This is an optimization exercise on Yosys and OpenROAD, whose aim is small area, a short achievable clock period and few clock cycles per item, not a production implementation. In this exercise RTL edits were held to simulation tests only and were not proved equivalent to the original. No activity file was given, so power comes from the tool's default toggle rates.

### design.v
module BCDConvert(
    input           clk,
    input           rst,
    input           en,
    input   [11:0]  bin_d_in,
    output  [15:0]  bcd_d_out,
    output          rdy
    );
    reg         rdy_q;
    reg  [14:0] q;
    wire [14:0] nx;
    wire p28 = ~bin_d_in[9] & bin_d_in[11];
    wire p29 = ~bin_d_in[10] & p28;
    wire p30 = bin_d_in[8] & p29;
    wire p31 = bin_d_in[9] & ~bin_d_in[11];
    wire p32 = bin_d_in[10] & ~p28;
    wire p33 = ~bin_d_in[8] & p32;
    wire p34 = ~p31 & p33;
    wire p35 = ~p30 & ~p34;
    wire p36 = bin_d_in[7] & ~p35;
    wire p37 = ~p29 & ~p32;
    wire p38 = bin_d_in[8] & p37;
    wire p39 = ~bin_d_in[8] & p29;
    wire p40 = p31 & p33;
    wire p41 = ~p39 & ~p40;
    wire p42 = ~p38 & p41;
    wire p43 = bin_d_in[10] & p28;
    wire p44 = ~p31 & ~p43;
    wire p45 = ~p33 & ~p44;
    wire p46 = ~p39 & ~p45;
    wire p47 = ~bin_d_in[7] & ~p46;
    wire p48 = p42 & p47;
    wire p49 = ~p36 & ~p48;
    wire p50 = bin_d_in[6] & ~p49;
    wire p51 = ~p42 & p47;
    wire p52 = ~bin_d_in[7] & ~p35;
    wire p53 = p35 & p46;
    wire p54 = bin_d_in[7] & p53;
    wire p55 = ~p52 & ~p54;
    wire p56 = ~p51 & p55;
    wire p57 = ~p42 & ~p47;
    wire p58 = ~p52 & ~p57;
    wire p59 = ~bin_d_in[6] & ~p58;
    wire p60 = p56 & p59;
    wire p61 = ~p50 & ~p60;
    wire p62 = bin_d_in[5] & ~p61;
    wire p63 = ~bin_d_in[6] & ~p49;
    wire p64 = ~p56 & ~p59;
    wire p65 = ~p63 & ~p64;
    wire p66 = ~bin_d_in[5] & ~p65;
    wire p67 = ~p56 & p59;
    wire p68 = p49 & p58;
    wire p69 = bin_d_in[6] & p68;
    wire p70 = ~p67 & ~p69;
    wire p71 = ~p63 & p70;
    wire p72 = p66 & p71;
    wire p73 = ~p62 & ~p72;
    wire p74 = ~bin_d_in[4] & ~p73;
    wire p75 = ~bin_d_in[5] & ~p61;
    wire p76 = ~p66 & ~p71;
    wire p77 = ~p75 & ~p76;
    wire p78 = ~bin_d_in[4] & ~p77;
    wire p79 = p61 & p65;
    wire p80 = bin_d_in[5] & p79;
    wire p81 = p61 & p71;
    wire p82 = ~bin_d_in[5] & ~p79;
    wire p83 = ~p81 & p82;
    wire p84 = ~p80 & ~p83;
    wire p85 = ~p78 & ~p84;
    wire p86 = ~p74 & ~p85;
    wire p87 = bin_d_in[4] & ~p73;
    wire p88 = p78 & p84;
    wire p89 = ~p87 & ~p88;
    wire p90 = p86 & p89;
    wire p91 = bin_d_in[3] & ~p90;
    wire p92 = ~bin_d_in[3] & p89;
    wire p93 = p73 & p77;
    wire p94 = bin_d_in[4] & p93;
    wire p95 = p78 & ~p84;
    wire p96 = ~p74 & ~p95;
    wire p97 = ~p94 & p96;
    wire p98 = ~p86 & ~p97;
    wire p99 = p92 & ~p98;
    assign nx[1] = ~p91 & ~p99;
    wire p101 = ~bin_d_in[3] & ~p89;
    wire p102 = ~bin_d_in[3] & ~p86;
    wire p103 = ~p97 & ~p102;
    assign nx[2] = p101 | p103;
    wire p105 = bin_d_in[3] & ~p89;
    wire p106 = p97 & p102;
    assign nx[3] = p105 | p106;
    wire p108 = p92 & p97;
    assign nx[4] = ~p90 & ~p108;
    wire p110 = p73 & p84;
    wire p111 = ~bin_d_in[4] & p110;
    wire p112 = ~p93 & ~p111;
    wire p113 = ~bin_d_in[5] & p81;
    wire p114 = ~p79 & ~p113;
    wire p115 = p49 & p56;
    wire p116 = ~bin_d_in[6] & p115;
    wire p117 = ~p68 & ~p116;
    wire p118 = ~bin_d_in[8] & ~p31;
    wire p119 = ~p29 & p118;
    wire p120 = ~p37 & ~p119;
    wire p121 = ~bin_d_in[9] & ~bin_d_in[10];
    wire p122 = bin_d_in[11] & ~p121;
    wire p123 = ~bin_d_in[7] & p35;
    wire p124 = p42 & p123;
    wire p125 = ~p53 & ~p124;
    wire p126 = p122 & ~p125;
    wire p127 = ~p120 & p126;
    wire p128 = p117 & p127;
    wire p129 = ~p122 & p125;
    wire p130 = p120 & ~p126;
    wire p131 = ~p117 & p130;
    wire p132 = ~p129 & p131;
    wire p133 = ~p128 & ~p132;
    wire p134 = p114 & ~p133;
    wire p135 = ~p127 & ~p130;
    wire p136 = p117 & p135;
    wire p137 = ~p117 & p127;
    wire p138 = p129 & p131;
    wire p139 = ~p137 & ~p138;
    wire p140 = ~p136 & p139;
    wire p141 = p120 & p126;
    wire p142 = ~p129 & ~p141;
    wire p143 = ~p131 & ~p142;
    wire p144 = ~p137 & ~p143;
    wire p145 = ~p114 & ~p144;
    wire p146 = p140 & p145;
    wire p147 = ~p134 & ~p146;
    wire p148 = ~p114 & ~p133;
    wire p149 = ~p140 & ~p145;
    wire p150 = ~p148 & ~p149;
    wire p151 = p147 & p150;
    wire p152 = p112 & p151;
    wire p153 = ~p112 & ~p147;
    wire p154 = p133 & p144;
    wire p155 = p114 & p154;
    wire p156 = ~p140 & p145;
    wire p157 = ~p148 & ~p156;
    wire p158 = ~p155 & p157;
    wire p159 = ~p112 & ~p150;
    wire p160 = ~p158 & p159;
    wire p161 = ~p153 & ~p160;
    assign nx[5] = p152 | ~p161;
    wire p163 = ~p158 & ~p159;
    assign nx[6] = p153 | p163;
    wire p165 = p112 & ~p147;
    wire p166 = p158 & p159;
    assign nx[7] = p165 | p166;
    wire p168 = p147 & p158;
    wire p169 = ~p112 & p168;
    assign nx[8] = ~p151 & ~p169;
    wire p171 = ~p120 & ~p125;
    wire p172 = p122 & ~p171;
    wire p173 = p133 & p140;
    wire p174 = ~p114 & p173;
    wire p175 = ~p154 & ~p174;
    wire p176 = ~p172 & p175;
    wire p177 = p172 & ~p175;
    wire p178 = ~p117 & ~p129;
    wire p179 = ~p127 & p178;
    wire p180 = ~p135 & ~p179;
    wire p181 = p177 & p180;
    assign nx[9] = p176 | p181;
    assign nx[10] = ~p177 & p180;
    assign nx[11] = p177 & ~p180;
    wire p185 = ~p175 & ~p180;
    assign nx[12] = p172 & ~p185;
    assign nx[0] = bin_d_in[2];
    assign nx[13] = bin_d_in[0];
    assign nx[14] = bin_d_in[1];
    wire s33 = ~q[0] & q[3];
    wire s34 = ~q[0] & q[2];
    wire s35 = q[1] & ~s34;
    wire s36 = ~s33 & ~s35;
    wire s37 = q[0] & ~q[3];
    wire s38 = ~q[1] & q[2];
    wire s39 = ~q[0] & ~s38;
    wire s40 = ~s37 & ~s39;
    wire s41 = q[14] & ~s40;
    wire s42 = s36 & s41;
    wire s43 = ~q[14] & ~s36;
    wire s44 = q[1] & s34;
    wire s45 = ~q[2] & s37;
    wire s46 = ~s33 & ~s45;
    wire s47 = ~s44 & s46;
    wire s48 = s43 & ~s47;
    wire s49 = ~q[14] & s40;
    wire s50 = ~s48 & ~s49;
    assign bcd_d_out[1] = s42 | ~s50;
    wire s52 = ~s43 & ~s47;
    assign bcd_d_out[2] = s49 | s52;
    wire s54 = ~s36 & s47;
    wire s55 = ~q[14] & ~s54;
    assign bcd_d_out[3] = ~s41 & ~s55;
    wire s57 = ~q[14] & s50;
    assign bcd_d_out[4] = ~s42 & ~s57;
    wire s59 = ~q[4] & q[7];
    wire s60 = ~q[4] & q[6];
    wire s61 = q[5] & ~s60;
    wire s62 = ~s59 & ~s61;
    wire s63 = q[2] & ~s40;
    wire s64 = ~q[3] & ~s63;
    wire s65 = q[4] & ~q[7];
    wire s66 = ~q[5] & q[6];
    wire s67 = ~q[4] & ~s66;
    wire s68 = ~s65 & ~s67;
    wire s69 = ~s64 & ~s68;
    wire s70 = s62 & s69;
    wire s71 = ~s62 & s64;
    wire s72 = q[5] & s60;
    wire s73 = ~q[6] & s65;
    wire s74 = ~s59 & ~s73;
    wire s75 = ~s72 & s74;
    wire s76 = s71 & ~s75;
    wire s77 = s64 & s68;
    wire s78 = ~s76 & ~s77;
    assign bcd_d_out[5] = s70 | ~s78;
    wire s80 = ~s71 & ~s75;
    assign bcd_d_out[6] = s77 | s80;
    wire s82 = s61 & s74;
    wire s83 = s64 & ~s82;
    assign bcd_d_out[7] = ~s69 & ~s83;
    wire s85 = s64 & s78;
    assign bcd_d_out[8] = ~s70 & ~s85;
    wire s87 = ~q[8] & q[11];
    wire s88 = ~q[8] & q[10];
    wire s89 = q[9] & ~s88;
    wire s90 = ~s87 & ~s89;
    wire s91 = q[6] & ~s68;
    wire s92 = ~q[7] & ~s91;
    wire s93 = q[8] & ~q[11];
    wire s94 = ~q[9] & q[10];
    wire s95 = ~q[8] & ~s94;
    wire s96 = ~s93 & ~s95;
    wire s97 = ~s92 & ~s96;
    wire s98 = s90 & s97;
    wire s99 = ~s90 & s92;
    wire s100 = q[9] & s88;
    wire s101 = ~q[10] & s93;
    wire s102 = ~s87 & ~s101;
    wire s103 = ~s100 & s102;
    wire s104 = s99 & ~s103;
    wire s105 = s92 & s96;
    wire s106 = ~s104 & ~s105;
    assign bcd_d_out[9] = s98 | ~s106;
    wire s108 = ~s99 & ~s103;
    assign bcd_d_out[10] = s105 | s108;
    wire s110 = s89 & s102;
    wire s111 = s92 & ~s110;
    assign bcd_d_out[11] = ~s97 & ~s111;
    wire s113 = s92 & s106;
    assign bcd_d_out[12] = ~s98 & ~s113;
    wire s115 = q[10] & ~s96;
    assign bcd_d_out[13] = q[11] | s115;
    assign bcd_d_out[15] = 1'b0;
    assign bcd_d_out[0] = q[13];
    assign bcd_d_out[14] = q[12];
    always @(posedge clk) begin
        q     <= nx;
        rdy_q <= en & ~rst;
    end
    assign rdy = rdy_q;
endmodule
### flow/run.sh
#!/bin/bash
# Standard synthesis and layout; the only change is that the port buffers
# are the platform's smallest buffer (buf_1) instead of the default choice.
set -euo pipefail
bash standard.sh synth > synth.log 2>&1
bash standard.sh "BUFFER_PORTS_ARGS=-buffer_cell sky130_fd_sc_hd__buf_1" finish > layout.log 2>&1
### standard.sh
#!/bin/bash
# synth_recipe.tcl (not shown) runs the flow's synth.tcl, then flattens the netlist and writes it again
# the make line also repeats each setting of config.mk as NAME=value (left out here)
make -C /OpenROAD-flow-scripts/flow DESIGN_CONFIG=/design/flow/config.mk WORK_HOME=/design/flow/orfs CLKGATE_MAP_FILE= SYNTH_SCRIPT=/design/flow/synth_recipe.tcl "${@:-finish}"
### config.mk
export PLATFORM = sky130hd
export DESIGN_NAME = BCDConvert
export DESIGN_NICKNAME = BCDConvert
export VERILOG_FILES = /design/flow/design.v
export SDC_FILE = /design/flow/constraint.sdc
export NUM_CORES = 4
export LEC_CHECK = 0
export ABC_AREA = 1
export CAP_MARGIN = 20
export CORE_MARGIN = 2
export CORE_UTILIZATION = 40
export SLEW_MARGIN = 20
### constraint.sdc
create_clock -name core_clock -period 5.0 [get_ports {clk}]
set_input_delay 1.0000 -clock core_clock [delete_from_list [all_inputs] [get_ports {clk}]]
set_output_delay 1.0000 -clock core_clock [all_outputs]
set_load 0.01 [all_outputs]
==> reports/results.ini <==
[run_status]
run_status=no timing/DRC/antenna violations

[pwr]
peakVddDrop_uv=111
total_leakage_power_nw=1.06
power_density_nw_per_um2=378

[sta]
final-setup-viol-count=0
rsz0062_at_grt=no
final.period_utilization=0.634
final_number_of_max_transition_violations=0
finalSetupTns_ps=0
layout_min_cycle_time_ps=3170
whs_ps=848
maxClockFrequency_mhz=315
finalHoldViolCount=0

[clock_network]
cts_hold_repair.buffers=0
cts_buffers=3
ctsHtreeMaxLevel=1
clock_tree.buffer_depth=2
cts.sinks=16
postCtsSetupBuffers=0
cts-resized-gates=0
worst_setup_hold_path_clk_slew_ps=60
clock_tree.root_cell=sky130_fd_sc_hd__clkbuf_8
cts_tree=done

[route]
postRouteWirelength_um=3020
drt_drc_violations_left=0
final_antenna_net_count=0
drt_iter0_markers=33
route.detailed.wl_per_inst_um=7.93
detail_route.vias_per_cell=4.46
dr_total_vias=1694
drt_first_pass_iters=4

[logic_synthesis]
ys_seq_area_frac=0.189
yosysUniqueCellTypes=27
avgSynthCellArea_um2=5.65
ys_warn_count=1
mappedNetlistNets=321
synth-seq-cells=16
mappedNetlistArea_um2=1690
synthesis.instances=300

[cells_and_area]
synthToLayoutAreaGrowth_pct=11.4
num-nets-final=353
final_common_cell=sky130_fd_sc_hd__nand2_1
final_layout_size_suffix_gt1_frac=0.161
top_library_cells_by_usage_in_the_layout_fill_and_taps_aside=sky130_fd_sc_hd__nand2_1, sky130_fd_sc_hd__inv_1, sky130_fd_sc_hd__nand3_1, sky130_fd_sc_hd__buf_1, sky130_fd_sc_hd__nor2_1
antenna_cells_inserted=0

[floorplan]
die_w_um=69.1
initial_utilization=0.420
placeableCoreArea_um2=4030
core_rows=23
floorplan.die.height_um=69.1
top_level_ports=32
design.die.area_um2=4770

[global_routing]
grt_overflow=0
grt_antenna_before_repair=0
via_count_of_the_first_global_routing_pass=1505
grtUsageTotal=0.131
grt_first_pass_wirelength_um=5580
largest_net_degree_at_the_start_of_global_routing=9

[placed_design]
io_buffer_count=30
place_hpwl_um=2630
place.gp.congestion=0.812

[worst_hold_path]
worst_hold_path_type=input port to flop

[setup_path]
crit_fanout=5
critical_path.endpoint_type=flop
worst-setup-path-type=input port to flop
worst_setup_path_start_kind=input port
arrival_time_reported_for_the_critical_path_endpoint_ps=3300
critPathRequiredTime_ps=5130

[run]
maxCapViolCount=0

==> cell usage after synthesis <==
library cell | number | share of area
sky130_fd_sc_hd__a21oi_1 | 7 | 0.021
sky130_fd_sc_hd__nand3_1 | 30 | 0.089
sky130_fd_sc_hd__o21ai_1 | 3 | 0.0089
sky130_fd_sc_hd__inv_1 | 49 | 0.11
sky130_fd_sc_hd__nand4_1 | 2 | 0.0074
sky130_fd_sc_hd__a31oi_1 | 4 | 0.015
sky130_fd_sc_hd__nand2_1 | 81 | 0.18
sky130_fd_sc_hd__inv_2 | 10 | 0.022
sky130_fd_sc_hd__a21boi_4 | 1 | 0.011
sky130_fd_sc_hd__a22oi_1 | 1 | 0.0044
sky130_fd_sc_hd__o22ai_1 | 3 | 0.011
sky130_fd_sc_hd__a21boi_0 | 1 | 0.0044
sky130_fd_sc_hd__or2_2 | 1 | 0.0037
sky130_fd_sc_hd__nand3_2 | 1 | 0.0059
sky130_fd_sc_hd__dfxtp_1 | 16 | 0.19
sky130_fd_sc_hd__buf_4 | 3 | 0.013
sky130_fd_sc_hd__nor2_2 | 8 | 0.030
sky130_fd_sc_hd__nand2_2 | 23 | 0.085
sky130_fd_sc_hd__nor2_1 | 28 | 0.062
sky130_fd_sc_hd__a21oi_2 | 2 | 0.010
sky130_fd_sc_hd__nor3_1 | 2 | 0.0059
sky130_fd_sc_hd__or2_0 | 1 | 0.0037
sky130_fd_sc_hd__o21ai_0 | 11 | 0.032
sky130_fd_sc_hd__conb_1 | 1 | 0.0022
sky130_fd_sc_hd__nand3b_1 | 1 | 0.0044
sky130_fd_sc_hd__ha_1 | 6 | 0.044
sky130_fd_sc_hd__nand2_4 | 4 | 0.027
==> power by group <==
group	internal, mW	leakage [nW]	switching, mW
Sequential	0.160	0.134	0.0192
Clock	0.0532	0.0216	0.0371
Combinational	0.155	0.903	0.290
Total	0.368	1.06	0.346
==> cell families (layout without fill, tap and decap cells) <==
| kind of cell | after synthesis | in the layout | synth area share |
|---|---|---|---|
| other cells | 1 | 1 | 0.00221 |
| compound gates | 33 | 33 | 0.118 |
| simple gates | 182 | 182 | 0.502 |
| buf+inv | 62 | 92 | 0.144 |
| flops | 16 | 16 | 0.189 |
| fa+ha+maj | 6 | 6 | 0.0443 |
==> path summary, 6_finish.rpt <==
check         from      endpoint  slack, ps  cells past startpoint
min    bin_d_in[2]  q[0]$_DFF_P_        850                      1
max    bin_d_in[9]  q[5]$_DFF_P_       1830                     21
==> registers in the layout, summed over array words and instances, names as in the netlist <==
| name | count |
|---|---|
| q | 15 |
| rdy_q | 1 |
==> through the flow <==
stage               worst slack (ps)  cells  power, mW  instance area [um2]  utilization
finish                          1830    380      0.714                 1890        0.469
global route                    1490    380      0.801                 1890        0.469
floorplan                       1910    300      0.528                 1690            -
global placement                1630    377      0.626                 1850        0.458
CTS                             1820    380      0.721                 1890        0.469
detailed placement              1570    377      0.630                 1850        0.458
==> final cells by class <==
type,instances,area (um2)
clock buffers,3,41.3
fillers,449,2140
inverters,59,221
multi-input cells,222,1130
flip-flops and latches,16,320
well taps,50,62.6
repair buffers,30,113
==> critical path, stage by stage <==
cell and delay, ps:
sky130_fd_sc_hd__buf_1 120, sky130_fd_sc_hd__nor2_1 200, sky130_fd_sc_hd__inv_1 60, sky130_fd_sc_hd__ha_1 210, sky130_fd_sc_hd__nand2_4 90, sky130_fd_sc_hd__o21ai_1 100, sky130_fd_sc_hd__nor2_1 130, sky130_fd_sc_hd__nand2_1 60
sky130_fd_sc_hd__nand2_1 90, sky130_fd_sc_hd__inv_1 40, sky130_fd_sc_hd__nor2_1 170, sky130_fd_sc_hd__inv_1 70, sky130_fd_sc_hd__ha_1 290, sky130_fd_sc_hd__nand3_1 110, sky130_fd_sc_hd__nand2_1 70, sky130_fd_sc_hd__nor2_2 120
sky130_fd_sc_hd__nand3_1 90, sky130_fd_sc_hd__nand2_2 100, sky130_fd_sc_hd__nor2_2 50, sky130_fd_sc_hd__nand2_1 50, sky130_fd_sc_hd__nand3_1 60
==> per-layer routing <==
layer / global-route usage / vias up / part of all wire
li1: - / 981 / -
met5: 0 / - / 0
met4: 0.0458 / 0 / 0
met3: 0.0146 / 0 / 0.025
met2: 0.225 / 22 / 0.45
met1: 0.169 / 691 / 0.53
Testbench counts, summed over its fixed seeds: cycles 3,200, items 1,600.

[static timing again, ports no longer ideal]
The flow's constraints put no driver on any port. The routed layout listed below was extracted and timed again, unchanged, in two steps.
Step 1 assumes that a clkbuf_16 drives the clock port and a buf_2 every other input.
Step 2 also shifts input and output timing later by t, the mid clock arrival at the registers, as if the neighbouring blocks saw the same clock.
Slacks: ideal ports / drivers / drivers and shift; pairs: ideal ports / drivers.
shift t [ns]: 0.259
slack for setup (ns): 1.830 / 1.830 / 1.571
latest minus earliest clock arrival (ns): 0.001 / 0.001
worst register clock-pin slew, ns: 0.06 / 0.06
pins driven straight from the clock port: 1
After both steps setup and hold are still met in this run. The setup slack of this run moves by 0.000 ns with the drivers and by -0.259 ns with both steps.
